From an optimization exercise on the open Yosys and OpenROAD flow, aimed at small area; shortcuts taken in it are not production practice. Function was checked by simulation only, so behaviour that the tests miss may differ from the original.

== v13 ==
==> flow/design.v <==
module seg_decoder (
    input      [3:0] digit,
    output reg [6:0] seg
    );
    always @(*) begin
        case (digit)
            4'd0: seg = 7'b1000000;
            4'd1: seg = 7'b1111001;
            4'd2: seg = 7'b0100100;
            4'd3: seg = 7'b0110000;
            4'd4: seg = 7'b0011001;
            4'd5: seg = 7'b0010010;
            4'd6: seg = 7'b0000010;
            4'd7: seg = 7'b1111000;
            4'd8: seg = 7'b0000000;
            4'd9: seg = 7'b0010000;
            4'ha: seg = 7'b0001000;
            4'hb: seg = 7'b1000111;
            4'hc: seg = 7'b1111001;
            4'hd: seg = 7'b0001110;
            4'he: seg = 7'b0111111;
            default: seg = 7'b1111111;
        endcase
    end
endmodule
module seven_seg_display (
    input  [2:0]  sel,
    input         blank,
    input  [15:0] cur,
    input  [15:0] best,
    output [7:0]  an,
    output [6:0]  seg,
    output        dp
    );
    function [3:0] pick;
        input [15:0] v;
        input [1:0] s;
        case (s)
            2'd0: pick = v[3:0];
            2'd1: pick = v[7:4];
            2'd2: pick = v[11:8];
            default: pick = v[15:12];
        endcase
    endfunction
    wire [3:0] dc = pick(cur, sel[1:0]) & {4{~blank}};
    wire [3:0] db = pick(best, sel[1:0]);
    wire [3:0] digit = sel[2] ? db : dc;
    seg_decoder dec (.digit(digit), .seg(seg));
    assign an = ~(8'd1 << sel);
    assign dp = ~(sel[1] & sel[0]) | (digit[3] & digit[2]);
endmodule
module clock_divider (
    input            clk,
    input            rst,
    output reg [9:0] scan,
    output           tick
    );
    reg  [4:0] c25;
    wire [10:0] cy;                        
    assign cy[0] = 1'b1;
    genvar i;
    generate for (i = 0; i < 10; i = i + 1) begin : g_scan
        assign cy[i+1] = cy[i] & scan[i];
    end endgenerate
    wire wrap = c25[4] & c25[3];           
    wire [4:0] c25_inc = {c25[4] ^ (&c25[3:0]), c25[3] ^ (&c25[2:0]),
                          c25[2] ^ (&c25[1:0]), c25[1] ^ c25[0], ~c25[0]};
    always @(posedge clk) begin
        scan <= rst ? 10'd0 : (scan ^ cy[9:0]);
        c25  <= rst ? 5'd31 : (wrap ? 5'd0 : c25_inc);
    end
    assign tick = wrap & ~c25[0] & ~scan[1] & ~scan[0];
endmodule
module debouncer (
    input      clk,
    input      rst,    
    input      I,      
    output reg O       
    );
    localparam [9:0] HIT = 10'd127;
    reg       Iv;
    reg [9:0] q;
    wire same = ~(I ^ Iv);
    wire clr  = rst | ~same;
    always @(posedge clk) begin
        Iv <= I & ~rst;
        q  <= clr ? 10'd0 : {~q[8:0], q[2] ^ q[9]};
        O  <= ~rst & ((same & (q == HIT)) ? Iv : O);
    end
endmodule
module lfsr_random (
    input         clk,
    input         load,    
    output [11:0] lfsr
    );
    localparam [11:0] SEED = 12'hACE;
    localparam [11:0] POL  = 12'hAAA;
    reg  [11:0] s;
    assign lfsr = s ^ POL;
    wire fb = lfsr[11] ^ lfsr[3] ^ lfsr[2] ^ lfsr[0];
    always @(posedge clk)
        s <= load ? (SEED ^ POL) : ({lfsr[10:0], fb} ^ POL);
endmodule
module reaction_timer (
    input             clk,
    input             clear,
    input             fail,
    input             load,        
    input      [15:0] load_val,
    input             inc,
    input             bcd,
    output reg [15:0] t
    );
    function [4:0] dig;            
        input [3:0] d;
        input c, dec;
        reg w, c1, c2, c3;
        begin
            c1 = c & d[0];
            c2 = c1 & d[1];
            c3 = c2 & d[2];
            w  = c & dec & d[3] & d[0];             
            dig = {c & d[3] & d[0] & (dec | (d[1] & d[2])),
                   (d[3] ^ c3) & ~w, d[2] ^ c2, (d[1] ^ c1) & ~w, d[0] ^ c};
        end
    endfunction
    wire [4:0] n0 = dig(t[3:0],   inc,   bcd);
    wire [4:0] n1 = dig(t[7:4],   n0[4], bcd);
    wire [4:0] n2 = dig(t[11:8],  n1[4], bcd);
    wire [4:0] n3 = dig(t[15:12], n2[4], 1'b0);
    wire [15:0] nx = {n3[3:0], n2[3:0], n1[3:0], n0[3:0]};
    localparam [15:0] FAILV = 16'hDACB;
    always @(posedge clk)
        t <= clear ? 16'h0000 : fail ? FAILV : (nx | (load_val & {16{load}}));
endmodule
module max_record_tracker (
    input             clk,
    input             clear,
    input             update,
    input      [15:0] cur,
    output reg [15:0] best
    );
    wire [16:0] br;
    assign br[0] = 1'b0;
    genvar i;
    generate for (i = 0; i < 16; i = i + 1) begin : g_cmp
        assign br[i+1] = (~cur[i] & best[i]) | (~cur[i] & br[i]) | (best[i] & br[i]);
    end endgenerate
    wire take = update & br[16];
    always @(posedge clk)
        best <= clear ? 16'hEEEE : (take ? cur : best);
endmodule
module reaction_game_top(
    input        CLK100MHZ,
    input        RST,
    input        BTNC,
    input        BTNL,
    input        BTNR,
    output [6:0] SEG,
    output [7:0] AN,
    output       DP,
    output       LED15
    );
    wire btnc, btnl, btnr;
    debouncer db_start(.clk(CLK100MHZ), .rst(RST), .I(BTNC), .O(btnc));
    debouncer db_react(.clk(CLK100MHZ), .rst(RST), .I(BTNL), .O(btnl));
    debouncer db_reset(.clk(CLK100MHZ), .rst(RST), .I(BTNR), .O(btnr));
    wire [9:0] scan;
    wire tick;
    clock_divider tbase(.clk(CLK100MHZ), .rst(RST), .scan(scan), .tick(tick));
    wire [11:0] lfsr;
    lfsr_random rnd(.clk(CLK100MHZ), .load(RST | btnr), .lfsr(lfsr));
    localparam [2:0] S_SHOW  = 3'b000,
                     S_SHOW1 = 3'b001,
                     S_WAIT  = 3'b011,
                     S_DELAY = 3'b010,
                     S_REACT = 3'b100;
    reg [2:0] state;
    wire [15:0] t;
    wire [15:0] best;
    wire big = (lfsr >= 12'd3001);
    wire end_big    = ~t[12] & t[10] & t[9] & t[5] & t[4] & t[3] & t[1];
    wire end_nonbig = t[13] & t[8] & t[7] & t[6] & t[5] & t[4] & t[1] & t[0];
    wire delay_end  = end_big | end_nonbig;
    wire timeout = t[15] & t[13];                     
    wire go   = ~RST & ~btnr;
    wire in_show = (state == S_SHOW) | (state == S_SHOW1);
    reg [2:0] nstate;
    always @(*) begin
        nstate = state;
        case (state)
            S_SHOW, S_SHOW1: nstate = btnc ? S_WAIT : S_SHOW;
            S_WAIT:  nstate = btnl ? S_SHOW : S_DELAY;
            S_DELAY: if (btnl) nstate = S_SHOW;
                     else if (tick & delay_end) nstate = S_REACT;
            S_REACT: if (btnl) nstate = S_SHOW1;
                     else if (timeout) nstate = S_SHOW;
            default: nstate = S_SHOW;
        endcase
    end
    always @(posedge CLK100MHZ)
        state <= go ? nstate : S_SHOW;
    wire t_clear = ~go | (in_show & btnc) | ((state == S_DELAY) & tick & delay_end & ~btnl);
    wire t_fail  = ((state == S_WAIT) | (state == S_DELAY)) & btnl
                 | (state == S_REACT) & ~btnl & timeout;
    wire t_load  = (state == S_WAIT);
    wire t_inc   = tick & ((state == S_DELAY) | (state == S_REACT));
    reaction_timer tm(.clk(CLK100MHZ), .clear(t_clear), .fail(t_fail),
        .load(t_load), .load_val({3'b000, ~big, ~lfsr}),
        .inc(t_inc), .bcd(state[2]), .t(t));
    max_record_tracker mr(.clk(CLK100MHZ), .clear(~go), .update(state == S_SHOW1),
        .cur(t), .best(best));
    seven_seg_display disp(.sel(scan[9:7]), .blank(state == S_DELAY),
        .cur(t), .best(best), .an(AN), .seg(SEG), .dp(DP));
    assign LED15 = (state == S_REACT);
endmodule
==> flow/config.mk <==
export PLATFORM = sky130hd
export DESIGN_NAME = reaction_game_top
export DESIGN_NICKNAME = reaction_game_top
export VERILOG_FILES = /design/flow/design.v
export SDC_FILE = /design/flow/constraint.sdc
export NUM_CORES = 4
export LEC_CHECK = 0
export CAP_MARGIN = 20
export CORE_MARGIN = 2
export CORE_UTILIZATION = 40
export CTS_BUF_LIST = sky130_fd_sc_hd__clkbuf_4 sky130_fd_sc_hd__clkbuf_8
export SLEW_MARGIN = 20
==> flow/constraint.sdc <==
create_clock -name core_clock -period 100.0 [get_ports {CLK100MHZ}]
set_input_delay 20.0000 -clock core_clock [delete_from_list [all_inputs] [get_ports {CLK100MHZ}]]
set_output_delay 20.0000 -clock core_clock [all_outputs]
set_load 0.01 [all_outputs]
run.sh (not shown) runs the stock make flow with config.mk's settings and CLKGATE_MAP_FILE= SYNTH_SCRIPT=/design/flow/synth_recipe.tcl, a recipe that flattens the netlist after the stock synthesis.
No stage failed in v13, and the final checks on the layout all came back clean.
Inputs modified between v13 and v33:
Settings: a deleted CTS_BUF_LIST that had been sky130_fd_sc_hd__clkbuf_4 sky130_fd_sc_hd__clkbuf_8.
### Flow results
- Re H-tree level count: no difference whatsoever between v13 and v33.
- Taking v13 as the reference, in v33 number of nets still failing antenna checks after routing level; count of flip-flops with a built-in enable after synthesis was more or less identical; utilization stayed essentially flat; count of hold buffers inserted by post-cts repair saw little to no change.
- Adder-cell share of the synthesized area: v13 vs v33 — no meaningful difference
- Number of sinks driven by the clock tree came out exactly the same in v13 and v33.
- Diff v33..v13 | via count | unchanged

Another version of the RTL of reaction_game_top (not shown whole).
Size: about 450 cells after synthesis, ~22 I/O pins, about 0.0038 sq mm of cells after synthesis.
export LEC_CHECK = 0
export CAP_MARGIN = 0
export CORE_MARGIN = 2
export CORE_UTILIZATION = 65
export PLACE_DENSITY = 0.8
export SLEW_MARGIN = 0
create_clock -name core_clock -period 100.0 [get_ports {CLK100MHZ}]
standard.sh (not shown) runs the stock make flow with config.mk's settings and CLKGATE_MAP_FILE= SYNTH_SCRIPT=/design/flow/synth_recipe.tcl, a recipe that flattens the netlist after the stock synthesis.
==> flow/flow/run.sh <==
#!/bin/bash
# Own layout flow: the standard synthesis, then an area-oriented re-mapping
# of the combinational logic (registers kept as the standard synthesis made
# them, same instances and names), then the standard layout steps.
set -euo pipefail
W=$PWD
F=$W/flow
R=$W/orfs/results/$FLOW_PLATFORM/reaction_game_top/base
LIB=$FLOW_HOME/platforms/$FLOW_PLATFORM/lib/sky130_fd_sc_hd__tt_025C_1v80.lib

# 1. standard synthesis
bash standard.sh synth > $W/log_1_synth.txt 2>&1

# 2. re-map the combinational logic for area
cp $R/1_2_yosys.v $W/std_1_2_yosys.v
sed -e "s#@LIB@#$LIB#g" -e "s#@IN@#$W/std_1_2_yosys.v#g" -e "s#@OUT@#$W/remap_1_2_yosys.v#g" \
    -e "s#@ABC@#$F/area.abc#g" $F/remap.ys > $W/remap.ys
yosys -s $W/remap.ys > $W/log_2_remap.txt 2>&1
cp $W/remap_1_2_yosys.v $R/1_2_yosys.v
rm -f $R/1_synth.odb $R/1_synth.sdc

# 3. standard layout from the re-mapped netlist
export BUFFER_PORTS_ARGS="-buffer_cell sky130_fd_sc_hd__buf_1"
export CTS_ARGS="-sink_clustering_enable -repair_clock_nets -dont_use_dummy_load -buf_list sky130_fd_sc_hd__clkbuf_8 -root_buf sky130_fd_sc_hd__clkbuf_8 -sink_clustering_size 25 -sink_clustering_max_diameter 100"
bash standard.sh finish > $W/log_3_layout.txt 2>&1
==> flow/flow/area.abc <==
strash
dch
map -a
&get -n
&st
&dch
&nf -R 1000
&put
Other scripts of this flow, unchanged in this note and not shown: flow/flow/remap.ys
The baseline completed without violations.
Rerun with:
==> flow/flow/area.abc (replaced) <==
&get -n
&st
&deepsyn -T 30
&put
dch
map -a
mfs
&get -n
&st
&dch
&nf -R 1000
&put
Settings changed: CAP_MARGIN 0 to 20, CORE_UTILIZATION 65 to 40, PLACE_DENSITY 0.8 to default, SLEW_MARGIN 0 to 20.
Die area rises by 58%.
Cell count climbs by 5.2%.
Final area is about the same.
Setup slack is worse by 49 ps.
Area after synthesis is lower by 0.70%.
Rerun with:
==> flow/flow/area.abc (replaced) <==
strash
dch
map -a
&get -n
&st
&dch
&nf -R 1000
&put
Fmax is about the same; clock skew came out lower by 20 ps; non-clock buffer count came out higher by 2; worst setup slack gets better by 46 ps; hold slack barely changes; cell count came out higher slightly.

## afterwards: timing with drivers on the ports
In the flow no input, the clock included, has a driving cell. The finished layouts below were timed again as built, in two steps.
Step 1 assumes that a clkbuf_16 drives the clock port and a buf_2 every other input.
Step 2 moves the port delays by t, midway between the first and last clock arrival at a register: inputs arrive t later, outputs are due t later. That takes back most of the time a late clock gives input paths.
Three values: no drivers, after step 1, after step 2; two values: the first two.
run | t (ns) | setup WS [ns] | worst slew at a driven data input, ns | pins driven straight from the clock port
v13 | 0.395 | 76.504 / 76.472 / 76.867 | 0.03 | 1
v33 | 0.395 | 76.504 / 76.472 / 76.867 | 0.03 | 1
the first run of note 2 | 0.379 | 77.293 / 77.263 / 77.641 | 0.03 | 1
the second run of note 2 | 0.367 | 77.245 / 77.215 / 77.582 | 0.03 | 1
the third run of note 2 | 0.365 | 77.290 / 77.262 / 77.627 | 0.04 | 1
After both steps setup and hold are still met in every run listed.
